What follows belongs to an exercise in optimizing a design on an open flow for small area; a production flow would make more cautious choices. The RTL was checked by simulation tests, not by an equivalence proof against the original design. Power figures rest on the tool's default switching activity, not on a simulated workload.

==> module IOTDF, before the edit <==
module IOTDF( clk, rst, in_en, iot_in, fn_sel, busy, valid, iot_out);
input          clk;
input          rst;
input          in_en;
input  [7:0]   iot_in;
input  [2:0]   fn_sel;
output         busy;
output         valid;
output [127:0] iot_out;
integer m;
reg [2:0] state;
reg [3:0] cnt;
reg       f1;
reg       valid_r;
assign busy  = 1'b0;
assign valid = valid_r;
wire des   = ~state[2] & ~(state[1] & state[0]);
wire enc   = state[0];
wire crcm  = state[1] & state[0];
wire sortm = state[2];
wire first = (cnt == 4'd0);
wire [3:0] cnt_n = cnt + 4'd1;
always @(posedge clk or posedge rst) begin
    if (rst) begin
        state   <= 3'd0;
        cnt     <= 4'd0;
        f1      <= 1'b0;
        valid_r <= 1'b0;
    end else begin
        if (state == 3'd0) state <= fn_sel;
        if (state != 3'd0) cnt <= cnt_n;
        if (cnt == 4'd15) f1 <= 1'b1;
        valid_r <= (cnt == 4'd15) & f1;
    end
end
reg [127:0] S;
wire [7:0] bin = (sortm & ~cnt[3]) ?
    {iot_in[6], iot_in[7], iot_in[4], iot_in[5], iot_in[2], iot_in[3], iot_in[0], iot_in[1]} : iot_in;
always @(posedge clk) S <= {bin, S[127:8]};
reg [31:0] nL, nR;
reg [27:0] nC, nD;
reg [7:0]  nPAR;
wire [31:0] L = ~nL, R = ~nR;
wire [27:0] C = ~nC, D = ~nD;
wire [7:0] PAR = ~nPAR;
wire [63:0] s_ip;
wire [55:0] s_pc1;
wire [7:0]  s_par;
IP   u_IPs (.i(S[63:0]),   .o(s_ip));
PC1  u_PC1s(.i(S[127:64]), .o(s_pc1));
PARX u_PARs(.i(S[127:64]), .o(s_par));
reg s1;
wire [27:0] uC, uD;
always @(posedge clk)
    s1 <= enc ? (cnt_n == 4'd1 || cnt_n == 4'd2 || cnt_n == 4'd9  || cnt_n == 4'd0)
              : (cnt_n == 4'd1 || cnt_n == 4'd8 || cnt_n == 4'd15 || cnt_n == 4'd0);
wire [27:0] kC = enc ? uC : C;
wire [27:0] kD = enc ? uD : D;
wire [47:0] K;
PC2 u_PC2 (.i({kC, kD}), .o(K));
wire [31:0] f_out;
F u_F (.R(R), .K(K), .o(f_out));
wire [63:0] v_lo_raw;
wire [63:0] v_hi;
FP     u_FPv (.i({L, R}), .o(v_lo_raw));
PC1INV u_PIv (.i({C, D, PAR}), .o(v_hi));
wire [127:0] V;
genvar g;
generate for (g = 0; g < 32; g = g + 1) begin : g_vlo
    assign V[2*g]   = v_lo_raw[2*g+1];
    assign V[2*g+1] = v_lo_raw[2*g];
end endgenerate
assign V[127:64] = v_hi;
function gt8(input [7:0] a, input [7:0] b);
    integer j;
    reg r;
    begin
        r = 1'b0;
        for (j = 0; j < 8; j = j + 1) r = (a[j] & ~b[j]) | (~(a[j] ^ b[j]) & r);
        gt8 = r;
    end
endfunction
reg [15:0] selA, selB;
reg sw;
always @(*) begin
    for (m = 0; m < 8; m = m + 1) begin
        sw = gt8(V[16*m +: 8], V[16*m+8 +: 8]) && (cnt != ((2*m+2) % 16));
        selA[2*m+1]          = sortm & ~sw;
        selB[2*m+1]          = sortm & sw;
        selA[(2*m+2) % 16]   = sortm & sw;
        selB[(2*m+2) % 16]   = sortm & ~sw;
    end
end
wire [127:0] Vn;
generate for (g = 0; g < 16; g = g + 1) begin : g_vn
    assign Vn[8*g +: 8] = ({8{selA[g]}} & V[16*(((g+15)%16)/2) +: 8]) |
                          ({8{selB[g]}} & V[16*(((g+15)%16)/2)+8 +: 8]);
end endgenerate
wire [127:0] Vt;
generate for (g = 0; g < 32; g = g + 1) begin : g_vt
    assign Vt[2*g]   = Vn[2*g+1];
    assign Vt[2*g+1] = Vn[2*g];
end endgenerate
assign Vt[127:64] = Vn[127:64];
wire [63:0] t_ip;
wire [55:0] t_pc1;
wire [7:0]  t_par;
IP   u_IPt (.i(Vt[63:0]),   .o(t_ip));
PC1  u_PC1t(.i(Vt[127:64]), .o(t_pc1));
PARX u_PARt(.i(Vt[127:64]), .o(t_par));
wire el1 = des & enc & s1;
wire el2 = des & enc & ~s1;
wire dr1 = des & ~enc & s1;
wire dr2 = des & ~enc & ~s1;
wire [31:0] uL   = ({32{des}} & R) | t_ip[63:32];
wire [31:0] uR   = ({32{des}} & (L ^ f_out)) | t_ip[31:0];
assign uC = ({28{el1}} & {C[26:0], C[27]}) | ({28{el2}} & {C[25:0], C[27:26]}) |
                   ({28{dr1}} & {C[0], C[27:1]})  | ({28{dr2}} & {C[1:0], C[27:2]}) | t_pc1[55:28];
assign uD = ({28{el1}} & {D[26:0], D[27]}) | ({28{el2}} & {D[25:0], D[27:26]}) |
                   ({28{dr1}} & {D[0], D[27:1]})  | ({28{dr2}} & {D[1:0], D[27:2]}) | t_pc1[27:0];
wire [7:0]  uPAR = ({8{des}}  & PAR) | t_par;
always @(posedge clk) begin
    if (first) begin
        {nL, nR} <= ~s_ip;
        {nC, nD} <= ~s_pc1;
        nPAR     <= ~s_par;
    end else begin
        nL   <= ~uL;
        nR   <= ~uR;
        nC   <= ~uC;
        nD   <= ~uD;
        nPAR <= ~uPAR;
    end
end
function [2:0] mulx(input [2:0] a);
    mulx = {a[1:0], 1'b0} ^ (a[2] ? 3'b101 : 3'b000);
endfunction
function [2:0] crc_step(input [2:0] b0, input [7:0] d);
    integer j;
    reg [2:0] a, r;
    begin
        a = b0;
        for (j = 0; j < 6; j = j + 1) a = mulx(a);
        r = 3'd0;
        for (j = 7; j >= 0; j = j - 1) r = mulx(r) ^ {2'b00, d[j]};
        for (j = 0; j < 4; j = j + 1) r = mulx(r);
        crc_step = a ^ r;
    end
endfunction
reg [2:0] crc;
always @(posedge clk) crc <= crc_step(first ? 3'd0 : crc, S[7:0]);
wire [63:0] o_lo;
wire [63:0] o_hi;
FP     u_FPo (.i({uR, uL}), .o(o_lo));
PC1INV u_PIo (.i({uC, uD, uPAR}), .o(o_hi));
assign iot_out = {o_hi, o_lo[63:3], o_lo[2:0] | ({3{crcm}} & crc)};
endmodule
Settings: LEC_CHECK=0, ABC_AREA=1, CAP_MARGIN=20, CORE_MARGIN=2, CORE_UTILIZATION=50, SLEW_MARGIN=20; clock period 8.0 ns.
standard.sh (not shown) runs the stock make flow with config.mk's settings and CLKGATE_MAP_FILE= SYNTH_SCRIPT=/design/flow/synth_recipe.tcl, a recipe that flattens the netlist after the stock synthesis.
==> flow/flow/run.sh <==
#!/bin/bash
# Own flow: the standard ORFS layout (standard.sh) with these changes:
# - synthesis: ABC maps the logic with an area-only script
#   (flow/abc_area_own.script) and Yosys's adder extraction is off, so ABC sees
#   all of the logic. Flip-flops are mapped before ABC, exactly as in the
#   standard synthesis.
# - every port still gets its own buffer, but a sky130_fd_sc_hd__buf_1.
# - clock tree: clkbuf_4 buffers, sink clusters of up to 10 within 40 um,
#   no dummy loads.
set -euo pipefail
W=$PWD
{ cat "$W/flow/abc_proc.tcl"; cat "$W/synth_recipe.tcl"; } > "$W/own_synth.tcl"
export OWN_ABC_SCRIPT="$W/flow/abc_area_own.script"
bash "$W/standard.sh" SYNTH_SCRIPT="$W/own_synth.tcl" ADDER_MAP_FILE= \
  BUFFER_PORTS_ARGS="-buffer_cell sky130_fd_sc_hd__buf_1" \
  CTS_ARGS="-sink_clustering_enable -repair_clock_nets -dont_use_dummy_load -buf_list {sky130_fd_sc_hd__clkbuf_4} -sink_clustering_size 10 -sink_clustering_max_diameter 40" \
  finish > "$W/flow_make.log" 2>&1
==> flow/flow/abc_area_own.script <==
strash
&get -n
&deepsyn -T 60
&put
dch -f
amap -m -F 4 -A 12 -C 1000
topo
stime -c
==> flow/flow/abc_proc.tcl <==
# Use this flow's own ABC script for the combinational mapping; flip-flops are
# mapped before ABC runs and are left exactly as the standard synthesis makes them.
proc abc {args} {
  set i [lsearch -exact $args -script]
  if {$i >= 0} { lset args [expr {$i + 1}] $::env(OWN_ABC_SCRIPT) }
  yosys abc {*}$args
}
Change:
--- a/flow/design.v
+++ b/flow/design.v
@@ -49,16 +49,18 @@
 wire [7:0]  s_par;
 IP   u_IPs (.i(S[63:0]),   .o(s_ip));
 PC1  u_PC1s(.i(S[127:64]), .o(s_pc1));
 PARX u_PARs(.i(S[127:64]), .o(s_par));
 reg s1;
-wire [27:0] uC, uD;
 always @(posedge clk)
     s1 <= enc ? (cnt_n == 4'd1 || cnt_n == 4'd2 || cnt_n == 4'd9  || cnt_n == 4'd0)
               : (cnt_n == 4'd1 || cnt_n == 4'd8 || cnt_n == 4'd15 || cnt_n == 4'd0);
-wire [27:0] kC = enc ? uC : C;
-wire [27:0] kD = enc ? uD : D;
+wire ky1 = enc & s1;
+wire ky2 = enc & ~s1;
+wire ky0 = ~enc;
+wire [27:0] kC = ({28{ky1}} & {C[26:0], C[27]}) | ({28{ky2}} & {C[25:0], C[27:26]}) | ({28{ky0}} & C);
+wire [27:0] kD = ({28{ky1}} & {D[26:0], D[27]}) | ({28{ky2}} & {D[25:0], D[27:26]}) | ({28{ky0}} & D);
 wire [47:0] K;
 PC2 u_PC2 (.i({kC, kD}), .o(K));
 wire [31:0] f_out;
 F u_F (.R(R), .K(K), .o(f_out));
 wire [63:0] v_lo_raw;
@@ -113,13 +115,13 @@
 wire el2 = des & enc & ~s1;
 wire dr1 = des & ~enc & s1;
 wire dr2 = des & ~enc & ~s1;
 wire [31:0] uL   = ({32{des}} & R) | t_ip[63:32];
 wire [31:0] uR   = ({32{des}} & (L ^ f_out)) | t_ip[31:0];
-assign uC = ({28{el1}} & {C[26:0], C[27]}) | ({28{el2}} & {C[25:0], C[27:26]}) |
+wire [27:0] uC   = ({28{el1}} & {C[26:0], C[27]}) | ({28{el2}} & {C[25:0], C[27:26]}) |
                    ({28{dr1}} & {C[0], C[27:1]})  | ({28{dr2}} & {C[1:0], C[27:2]}) | t_pc1[55:28];
-assign uD = ({28{el1}} & {D[26:0], D[27]}) | ({28{el2}} & {D[25:0], D[27:26]}) |
+wire [27:0] uD   = ({28{el1}} & {D[26:0], D[27]}) | ({28{el2}} & {D[25:0], D[27:26]}) |
                    ({28{dr1}} & {D[0], D[27:1]})  | ({28{dr2}} & {D[1:0], D[27:2]}) | t_pc1[27:0];
 wire [7:0]  uPAR = ({8{des}}  & PAR) | t_par;
 always @(posedge clk) begin
     if (first) begin
         {nL, nR} <= ~s_ip;
The new run completed with no timing, DRC or antenna violations.
Final area drops by about 4%.
Clock-buffer cell count increases by 1.
Power came out lower by about 11%.
Synthesized area came out higher by about 0.9%.
Critical path depth came out lower by 7.
Via count goes down by about 1.6%.
Sequential power hardly moves.
Setup slack improved by 580 ps.
Global-route usage decreases by 0.55 points.
Non-clock buffer count decreases by 47.

==> what the ideal ports hide <==
No port has a modelled driver above. Below, the same layouts with a new extraction and two added sets of constraints. Step 1 assumes that a clkbuf_16 drives the clock port and a buf_2 every other input. Step 2, shift: input delay + t, output delay - t, t = (earliest + latest rising clock arrival at the registers) / 2. This alone moves slack from input paths to output paths. a / b / c = ideal ports / drivers / drivers and shift; a / b = the first two.
| run | shift t [ns] | setup slack, ns | clock arrival spread, ns | slew at the worst register clock pin (ns) | worst slew at a driven data input, ns |
|---|---|---|---|---|---|
| the first run | 0.679 | 0.197 / 0.149 / 0.828 | 0.115 / 0.114 | 0.11 / 0.11 | 0.04 |
| the second run | 0.694 | 0.782 / 0.733 / 1.427 | 0.118 / 0.118 | 0.11 / 0.11 | 0.03 |
After both steps every run listed still meets setup and hold.
